Background: an optimization exercise with open tools, aiming at small area. Do not read the settings as production practice.
In this exercise RTL edits were held to simulation tests only and were not proved equivalent to the original.
The clock port is modelled as an ideal driver, which makes a skipped or thinned clock tree look cheaper than it is; a real chip needs a root buffer or a tree.
Power figures rest on the tool's default switching activity, not on a simulated workload.

// Clock
module Clock(CLK, RST, ButtonMode, ButtonDigit, ButtonValue, DigitEnable, DigitValue);
	input CLK;
	input RST;
	input ButtonMode, ButtonDigit, ButtonValue;
	output[5:0] DigitEnable;
	output[6:0] DigitValue;
	wire ScanPulse;
	wire SecondTick;
	wire MinuteTick;
	wire HourTick;
	wire[3:0] SecLSD, MinLSD, HourLSD;
	wire[2:0] SecMSD, MinMSD;
	wire[1:0] HourMSD;
	wire[2:0] ActiveDigit;
	wire IncrementDigit;
	wire GlobalPause;
	SecondTick T1(	.CLK(CLK),
					.RST(RST),
					.Pulse(ScanPulse),
					.Tick(SecondTick));
	Adjust A1(	.CLK(CLK),
				.RST(RST),
				.ButtonMode(ButtonMode),
				.ButtonDigit(ButtonDigit),
				.ButtonValue(ButtonValue),
				.Editing(GlobalPause),
				.Digit(ActiveDigit),
				.IncrementDigit(IncrementDigit));
	SecondsMinutesDigits S1(	.CLK(CLK),
								.RST(RST),
								.InTick(SecondTick & ~GlobalPause),
								.EditEnable(ActiveDigit[0] & GlobalPause),
								.Increment(IncrementDigit),
								.OutTick(MinuteTick),
								.MSD(SecMSD),
								.LSD(SecLSD));
	SecondsMinutesDigits #(.LSD_ASYNC(0)) S2(	.CLK(CLK),
								.RST(RST),
								.InTick(MinuteTick & ~GlobalPause),
								.EditEnable(ActiveDigit[1] & GlobalPause),
								.Increment(IncrementDigit),
								.OutTick(HourTick),
  ...
Size in the first run: ~18 I/O pins.
==> module SecondTick, before the edit <==
module SecondTick(CLK, RST, Pulse, Tick);
	input CLK;
	input RST;
	output Pulse;
	output Tick;
	reg [6:0] RA;
	reg [8:0] RB;
	wire [6:0] A = RA ^ 7'b1010101;
	wire [8:0] B = RB ^ 9'b101010101;
	wire EndA = (A & 7'd111) == (7'd116 & 7'd111);
	wire EndB = (B & 9'd493) == (9'd433 & 9'd493);
	assign Pulse = EndA;
	assign Tick = EndA & EndB;
	wire [6:0] NA = RST ? 7'd52 : ({A[5:0], A[6] ^ A[2]} ^ ({7{EndA}} & 7'd1));
	wire [8:0] NB = RST ? 9'd433 : ({B[7:0], B[8] ^ B[3]} ^ ({9{EndB}} & 9'd16));
	always @ (posedge CLK) begin
		RA <= NA ^ 7'b1010101;
		RB <= NB ^ 9'b101010101;
	end
endmodule
==> flow/config.mk <==
export PLATFORM = sky130hd
export DESIGN_NAME = Clock
export DESIGN_NICKNAME = Clock
export VERILOG_FILES = /design/flow/design.v
export SDC_FILE = /design/flow/constraint.sdc
export NUM_CORES = 4
export LEC_CHECK = 0
export CAP_MARGIN = 20
export CORE_MARGIN = 2
export CORE_UTILIZATION = 65
export CTS_BUF_LIST = sky130_fd_sc_hd__clkbuf_4
export CTS_CLUSTER_DIAMETER = 60
export CTS_CLUSTER_SIZE = 30
export SLEW_MARGIN = 20
==> flow/constraint.sdc <==
create_clock -name core_clock -period 10.0 [get_ports {CLK}]
set_input_delay 2.0000 -clock core_clock [delete_from_list [all_inputs] [get_ports {CLK}]]
set_output_delay 2.0000 -clock core_clock [all_outputs]
set_load 0.01 [all_outputs]
standard.sh (not shown) runs the stock make flow with config.mk's settings and CLKGATE_MAP_FILE= SYNTH_SCRIPT=/design/flow/synth_recipe.tcl, a recipe that flattens the netlist after the stock synthesis.
==> flow/flow/run.sh <==
#!/bin/bash
# Own layout flow, built on the standard flow (standard.sh):
#  1. Synthesis: the standard synthesis script (synth_recipe.tcl, unchanged
#     registers and names) with the ABC mapping script replaced by an area-oriented
#     one (flow/abc_map.script: two rounds of dch + amap, no buffering/upsizing),
#     and without the adder-extraction step (ADDER_MAP_FILE empty).
#  2. Layout: the standard flow from floorplan on, with port buffers of buf_1
#     (the standard flow picks a larger delay buffer) and, in place of TritonCTS,
#     a balanced one-level clock tree (flow/manual_cts.tcl): the registers are
#     split by position into four equal groups, each driven by one clkbuf_8 that
#     the clock port drives. The rest of ORFS's CTS step (placement legalisation,
#     timing repair) runs unchanged.
# ORFS's scripts are copied to scripts_mod/; only abc_area.script and the
# clock_tree_synthesis line of cts.tcl differ. Each step's full output goes to
# its own log file here (synth.log, layout.log), beside ORFS's logs in orfs/logs.
set -euo pipefail
W=$PWD
S=$W/scripts_mod
rm -rf "$S"
cp -r "$FLOW_HOME/scripts" "$S"
cp "$W/flow/abc_map.script" "$S/abc_area.script"
cp "$W/flow/manual_cts.tcl" "$S/manual_cts.tcl"
grep -q '^log_cmd clock_tree_synthesis {\*}\$cts_args$' "$S/cts.tcl"
sed -i 's|^log_cmd clock_tree_synthesis {\*}\$cts_args$|source $::env(SCRIPTS_DIR)/manual_cts.tcl\nmanual_clock_tree CLK sky130_fd_sc_hd__clkbuf_8 4\nset_propagated_clock [all_clocks]|' "$S/cts.tcl"
bash standard.sh "SCRIPTS_DIR=$S" "ABC_AREA=1" "ADDER_MAP_FILE=" synth > synth.log 2>&1
bash standard.sh "SCRIPTS_DIR=$S" \
  "BUFFER_PORTS_ARGS=-buffer_cell sky130_fd_sc_hd__buf_1" \
  finish > layout.log 2>&1
Other scripts of this flow, unchanged in this note and not shown: flow/flow/abc_map.script, flow/flow/manual_cts.tcl
Edit:
--- a/flow/design.v
+++ b/flow/design.v
@@ -52,10 +52,10 @@
 	wire [6:0] A = RA ^ 7'b1010101;
 	wire [8:0] B = RB ^ 9'b101010101;
-	wire EndA = (A & 7'd111) == (7'd116 & 7'd111);
-	wire EndB = (B & 9'd493) == (9'd433 & 9'd493);
+	wire EndA = (A & 7'd61) == (7'd64 & 7'd61);
+	wire EndB = (B[6:0] == 7'd7);
 	assign Pulse = EndA;
 	assign Tick = EndA & EndB;
-	wire [6:0] NA = RST ? 7'd52 : ({A[5:0], A[6] ^ A[2]} ^ ({7{EndA}} & 7'd1));
-	wire [8:0] NB = RST ? 9'd433 : ({B[7:0], B[8] ^ B[3]} ^ ({9{EndB}} & 9'd16));
+	wire [6:0] NA = RST ? 7'd72 : ({A[5:0], A[6] ^ A[5]} ^ ({7{EndA}} & 7'd16));
+	wire [8:0] NB = RST ? 9'd7 : ({B[7:0], B[8] ^ B[4]} ^ ({9{EndB}} & 9'd128));
 	always @ (posedge CLK) begin
 		RA <= NA ^ 7'b1010101;
=> Register-to-register slack got worse by 0.43 ns; area after synthesis goes up by 1.1%; die area came out higher by 1.0%; power rises by 5.3%; worst hold slack got worse by 0.0045 ns; routed wire length goes up by 11%; clock power hardly moves; via count goes up by 5.4%; fmax stays flat; design area goes up by 0.72%; sequential power is higher by about 2%; worst setup slack gets worse by 0.0063 ns; global-route usage went up by 1.9 points; first-iteration DRC count climbs by 18%.
No run of this note takes its clock network from TritonCTS; it comes from the design's own scripts or RTL.

---

the reference run:
The RTL this note starts from:
==> flow/design.v <==
`timescale 1ns / 1ps
module Adjust(CLK, RST, ButtonMode, ButtonDigit, ButtonValue, Editing, Digit, IncrementDigit);
	input CLK, RST;
	input ButtonMode; 
	input ButtonDigit;
	input ButtonValue;
	output reg Editing;
	output[2:0] Digit;
	output wire IncrementDigit;
	wire ButtonModePressed, ButtonDigitPressed;
	reg[1:0] Sel;
	ButtonHandler B1(.CLK(CLK), .Button(ButtonMode), .Pulse(ButtonModePressed));
	ButtonHandler B2(.CLK(CLK), .Button(ButtonDigit), .Pulse(ButtonDigitPressed));
	ButtonHandler B3(.CLK(CLK), .Button(ButtonValue), .Pulse(IncrementDigit));
	assign Digit = {Sel[1], Sel[0] & ~Sel[1], ~Sel[0]};
	always @ (posedge CLK or posedge RST) begin
		if(RST) begin
			Editing <= 1'b0;
			Sel <= 2'b00;
		end else begin
			if(ButtonModePressed) begin
				Editing <= ~Editing;
				Sel <= 2'b00;
			end
			if(ButtonDigitPressed) begin
				Sel <= {Sel[0] & ~Sel[1], ~Sel[1]};
			end
		end
	end
endmodule
module ButtonHandler(CLK, Button, Pulse);
	input CLK;
	input Button;
	output Pulse;
	reg[9:0] Run;
	wire[9:0] S = Run ^ 10'd661;
	assign Pulse = (S & 10'd759) == 10'd517;
	wire[9:0] N = ~Button ? 10'd362 :
		({S[8:0], S[9] ^ S[2]} & ~({10{Pulse}} & 10'd10));
	always @ (posedge CLK) begin
		Run <= N ^ 10'd661;
	end
endmodule
`timescale 1ns/1ps
module SecondTick(CLK, RST, Pulse, Tick);
	input CLK;
	input RST;
	output Pulse;
	output Tick;
	reg [6:0] A;
	reg [8:0] B;
	wire EndA = (A & 7'd61) == (7'd64 & 7'd61);
	wire EndB = (B[6:0] == 7'd7);
	assign Pulse = EndA;
	assign Tick = EndA & EndB;
	always @ (posedge CLK or posedge RST) begin
		if(RST) begin
			A <= 7'd72;
			B <= 9'd7;
		end else begin
			A <= {A[5:0], A[6] ^ A[5]} ^ ({7{EndA}} & 7'd16);
			B <= {B[7:0], B[8] ^ B[4]} ^ ({9{EndB}} & 9'd128);
		end
	end
endmodule
`timescale 1ns/1ps
module SecondsMinutesDigits(CLK, RST, InTick, EditEnable, Increment, OutTick, MSD, LSD);
	input CLK;
	input RST;
	input InTick;
	input EditEnable;
	input Increment;
	output reg OutTick;
	output reg[2:0] MSD;
	output reg[3:0] LSD;
	wire Inc = InTick | (EditEnable & Increment);
	wire Carry = Inc & LSD[0] & LSD[3];
	wire Roll = Carry & MSD[0] & MSD[2];
	always @ (posedge CLK) begin
		OutTick <= Inc & (Roll | OutTick);
	end
	always @ (posedge CLK or posedge RST) begin
		if(RST) begin
			MSD <= 3'd0;
			LSD <= 4'd0;
		end else begin
			LSD[0] <= LSD[0] ^ Inc;
			LSD[1] <= LSD[1] ^ (Inc & LSD[0] & ~LSD[3]);
			LSD[2] <= LSD[2] ^ (Inc & LSD[0] & LSD[1]);
			LSD[3] <= LSD[3] ^ (Inc & LSD[0] & (LSD[3] | (LSD[1] & LSD[2])));
			MSD[0] <= MSD[0] ^ Carry;
			MSD[1] <= MSD[1] ^ (Carry & MSD[0] & ~MSD[2]);
			MSD[2] <= MSD[2] ^ (Carry & MSD[0] & (MSD[1] | MSD[2]));
		end
	end
endmodule
`timescale 1ns/1ps
module HoursDigits(CLK, RST, InTick, EditEnable, Increment, MSD, LSD);
	input CLK;
	input RST;
	input InTick;
	input EditEnable;
	input Increment;
	output[1:0] MSD;
	output[3:0] LSD;
	reg[3:0] Code;
	reg Ten;
	wire Inc = InTick | (EditEnable & Increment);
	wire Nine = Code[3] & Code[0] & ~Code[1] & ~Code[2];
	wire Wrap = (Code[3] & Code[2] & Code[0]) | (Nine & ~Ten);
	assign LSD = Code;
	assign MSD = {Code[3] & (Code[2] | Code[1]), Ten};
	always @ (posedge CLK or posedge RST) begin
		if(RST) begin
			Code <= 4'd0;
			Ten <= 1'b0;
		end else if(Inc) begin
			Code <= Wrap ? 4'd0 : Code + 1'b1;
			if(Nine) Ten <= ~Ten;
		end
	end
endmodule
`timescale 1ns/1ps
module SevenSegmentDriver(CLK, RST, Pulse, HourMSD, HourLSD, MinMSD, MinLSD, SecMSD, SecLSD, DigitEnable, DigitValue);
	input CLK;
	input RST;
	input Pulse;
	input[1:0] HourMSD;
	input[2:0] MinMSD, SecMSD;
	input[3:0] HourLSD, MinLSD, SecLSD;
	output[5:0] DigitEnable;
	output[6:0] DigitValue;
	reg[2:0] C;
	always @ (posedge CLK or posedge RST) begin
		if(RST) begin
			C <= 3'b000;
		end else if(Pulse) begin
			C <= {C[1:0], ~C[2]};
		end
	end
	assign DigitEnable[0] = ~C[2] & ~C[0];
	assign DigitEnable[1] =  C[0] & ~C[1];
	assign DigitEnable[2] =  C[1] & ~C[2];
	assign DigitEnable[3] =  C[2] &  C[0];
	assign DigitEnable[4] =  C[1] & ~C[0];
	assign DigitEnable[5] =  C[2] & ~C[1];
	wire[3:0] BCDValue =
		({4{DigitEnable[0]}} & SecLSD) |
		({4{DigitEnable[1]}} & {1'b0, SecMSD}) |
		({4{DigitEnable[2]}} & MinLSD) |
		({4{DigitEnable[3]}} & {1'b0, MinMSD}) |
		({4{DigitEnable[4]}} & HourLSD) |
		({4{DigitEnable[5]}} & {2'b00, HourMSD});
	SevenSegmentROM S1(.Address(BCDValue), .Data(DigitValue));
endmodule
module SevenSegmentROM(Address, Data);
	input[3:0] Address;
	output[6:0] Data;
	wire[3:0] a = Address;
  assign Data[6] = ((~a[3]&a[2]&~a[1]&~a[0]) | (~a[3]&~a[2]&~a[1]&a[0]) | (a[3]&a[1]&a[0]));
  assign Data[5] = ((~a[3]&a[2]&~a[1]&a[0]) | (a[2]&a[1]&~a[0]));
  assign Data[4] = ((~a[3]&~a[2]&a[1]&~a[0]) | (a[3]&a[2]&~a[0]));
  assign Data[3] = ((a[2]&a[1]&a[0]) | (~a[3]&a[2]&~a[1]&~a[0]) | (~a[3]&~a[2]&~a[1]&a[0]) | (a[3]&a[1]&a[0]));
  assign Data[2] = ((a[0]) | (~a[3]&a[2]&~a[1]));
  assign Data[1] = ((~a[3]&~a[2]&a[1]) | (a[3]&a[2]) | (a[1]&a[0]) | (~a[3]&~a[2]&a[0]));
  assign Data[0] = ((a[3]&a[1]) | (a[2]&a[1]&a[0]) | (~a[3]&~a[2]&~a[1]));
endmodule
`timescale 1ns/1ps
module Clock(CLK, RST, ButtonMode, ButtonDigit, ButtonValue, DigitEnable, DigitValue);
	input CLK;
	input RST;
	input ButtonMode, ButtonDigit, ButtonValue;
	output[5:0] DigitEnable;
	output[6:0] DigitValue;
	wire ScanPulse;
	wire SecondTick;
	wire MinuteTick;
	wire HourTick;
	wire[3:0] SecLSD, MinLSD, HourLSD;
	wire[2:0] SecMSD, MinMSD;
	wire[1:0] HourMSD;
	wire[2:0] ActiveDigit;
	wire IncrementDigit;
	wire GlobalPause;
	SecondTick T1(	.CLK(CLK),
					.RST(RST),
					.Pulse(ScanPulse),
					.Tick(SecondTick));
	Adjust A1(	.CLK(CLK),
				.RST(RST),
				.ButtonMode(ButtonMode),
				.ButtonDigit(ButtonDigit),
				.ButtonValue(ButtonValue),
				.Editing(GlobalPause),
				.Digit(ActiveDigit),
				.IncrementDigit(IncrementDigit));
	SecondsMinutesDigits S1(	.CLK(CLK),
								.RST(RST),
								.InTick(SecondTick & ~GlobalPause),
								.EditEnable(ActiveDigit[0] & GlobalPause),
								.Increment(IncrementDigit),
								.OutTick(MinuteTick),
								.MSD(SecMSD),
								.LSD(SecLSD));
	SecondsMinutesDigits S2(	.CLK(CLK),
								.RST(RST),
								.InTick(MinuteTick & ~GlobalPause),
								.EditEnable(ActiveDigit[1] & GlobalPause),
								.Increment(IncrementDigit),
								.OutTick(HourTick),
								.MSD(MinMSD),
								.LSD(MinLSD));
	HoursDigits H1(	.CLK(CLK),
					.RST(RST),
					.InTick(HourTick & ~GlobalPause),
					.EditEnable(ActiveDigit[2] & GlobalPause),
					.Increment(IncrementDigit),
					.MSD(HourMSD),
					.LSD(HourLSD));
	SevenSegmentDriver S3(	.CLK(CLK),
							.RST(RST),
							.Pulse(ScanPulse),
							.HourMSD(HourMSD),
							.HourLSD(HourLSD),
							.MinMSD(MinMSD),
							.MinLSD(MinLSD),
							.SecMSD(SecMSD),
							.SecLSD(SecLSD),
							.DigitEnable(DigitEnable),
							.DigitValue(DigitValue));
endmodule
export LEC_CHECK = 0
export CAP_MARGIN = 20
export CORE_MARGIN = 2
export CORE_UTILIZATION = 65
export CTS_BUF_LIST = sky130_fd_sc_hd__clkbuf_4
export CTS_CLUSTER_DIAMETER = 60
export CTS_CLUSTER_SIZE = 30
export SLEW_MARGIN = 20
create_clock -name core_clock -period 10.0 [get_ports {CLK}]
==> flow/flow/run.sh <==
#!/bin/bash
# Own layout flow, built on the standard flow (standard.sh):
#  1. Synthesis: the standard synthesis script (synth_recipe.tcl, unchanged
#     registers and names) with the ABC mapping script replaced by an area-oriented
#     one (flow/abc_map.script: two rounds of dch + amap, no buffering/upsizing),
#     and without the adder-extraction step (ADDER_MAP_FILE empty).
#     ORFS's scripts are copied to scripts_abc/ and only abc_area.script differs.
#  2. Layout: the standard flow from floorplan on, with port buffers of buf_1
#     (the standard flow picks a larger delay buffer) and a clock tree of clkbuf_4
#     without dummy load cells.
# Each step's full output goes to its own log file here (synth.log, layout.log),
# beside ORFS's own logs under orfs/logs.
set -euo pipefail
W=$PWD
rm -rf "$W/scripts_abc"
cp -r "$FLOW_HOME/scripts" "$W/scripts_abc"
cp "$W/flow/abc_map.script" "$W/scripts_abc/abc_area.script"
bash standard.sh "SCRIPTS_DIR=$W/scripts_abc" "ABC_AREA=1" "ADDER_MAP_FILE=" synth > synth.log 2>&1
bash standard.sh \
  "BUFFER_PORTS_ARGS=-buffer_cell sky130_fd_sc_hd__buf_1" \
  "CTS_ARGS=-repair_clock_nets -dont_use_dummy_load -buf_list sky130_fd_sc_hd__clkbuf_4" \
  finish > layout.log 2>&1
==> flow/flow/abc_map.script <==
strash
dch
amap
strash
dch
amap
topo
> inputs changed (the reference run -> the trial run)
==> flow/design.v, changed modules only <==
module HoursDigits(CLK, RST, InTick, EditEnable, Increment, MSD, LSD);
	input CLK;
	input RST;
	input InTick;
	input EditEnable;
	input Increment;
	output reg[1:0] MSD;
	output reg[3:0] LSD;
	wire Inc = InTick | (EditEnable & Increment);
	wire Carry = Inc & LSD[0] & LSD[3];
	always @ (posedge CLK or posedge RST) begin
		if(RST) begin
			MSD <= 2'd0;
			LSD <= 4'd0;
		end else begin
			LSD[0] <= LSD[0] ^ Inc;
			LSD[1] <= LSD[1] ^ (Inc & LSD[0] & ~LSD[3]);
			LSD[2] <= LSD[2] ^ (Inc & LSD[0] & LSD[1] & ~MSD[1]);
			LSD[3] <= LSD[3] ^ (Inc & LSD[0] & (LSD[3] | (LSD[1] & LSD[2])));
			MSD[0] <= MSD[0] ^ Carry;
			MSD[1] <= MSD[1] ? ~(Inc & LSD[0] & LSD[1]) : (Carry & MSD[0]);
		end
	end
endmodule
module SevenSegmentROM(Address, Data);
	input[3:0] Address;
	output[6:0] Data;
	wire[3:0] a = Address;
  assign Data[6] = ((a[2]&~a[1]&~a[0]) | (~a[3]&~a[2]&~a[1]&a[0]));
  assign Data[5] = ((a[2]&~a[1]&a[0]) | (a[2]&a[1]&~a[0]));
  assign Data[4] = ((~a[2]&a[1]&~a[0]));
  assign Data[3] = ((a[2]&~a[1]&~a[0]) | (a[2]&a[1]&a[0]) | (~a[3]&~a[2]&~a[1]&a[0]));
  assign Data[2] = ((a[0]) | (a[2]&~a[1]));
  assign Data[1] = ((~a[2]&a[1]) | (a[1]&a[0]) | (~a[3]&~a[2]&a[0]));
  assign Data[0] = ((a[2]&a[1]&a[0]) | (~a[3]&~a[2]&~a[1]));
endmodule
==> results.txt <==
Going from the reference run to the trial run, the actual slew at the worst max-slew pin was found to have gone down by 16 ps.
For the post-route cell area, the trial run came in 0.69% higher than the reference run did.
Higher clock network latency to the later pin of the worst-skew pair goes to the reference run over the trial run.
The reference run → the trial run: global routing usage on met1 now sits lower, pin count of the biggest net entering global routing shows an increase of about 2.4%, share of power burned in combinational logic increased 0.2 points, number of search-and-repair iterations in the first detailed-routing pass saw an increase.
[compare] base=the reference run new=the trial run: proportion of power drawn by flip-flops and latches +0.9 points; number of cells traversed by the worst hold path ~0 delta.
The lower number of combinational gates with multiple inputs of the trial run and the reference run is in the trial run.
The trial run can be clocked slower than the reference run.

separate check: timing with driven ports:
Ports are ideal in the flow. The routed layouts listed here were re-timed in OpenROAD. Step 1, drivers: a clkbuf_16 drives CLK and a buf_2 each remaining input, both assumed. Step 2, shift: input delay + t, output delay - t, t = (earliest + latest rising clock arrival at the registers) / 2. This alone moves slack from input paths to output paths. a / b / c = no drivers / after step 1 / after step 2; a / b = the first two.
run | t, ns | setup slack, ns | hold WS [ns] | clock arrival spread, ns
the first run of note 1 | 0.208 | 5.808 / 5.753 / 5.961 | 0.385 / 0.385 / 0.385 | 0.012 / 0.012
the second run of note 1 | 0.210 | 5.801 / 5.748 / 5.958 | 0.380 / 0.380 / 0.380 | 0.013 / 0.012
the reference run | 0.423 | 5.551 / 5.527 / 5.950 | 0.365 / 0.365 / 0.365 | 0.027 / 0.028
the trial run | 0.401 | 5.360 / 5.336 / 5.737 | 0.347 / 0.347 / 0.347 | 0.027 / 0.028
After both steps setup and hold are still met in every run listed.
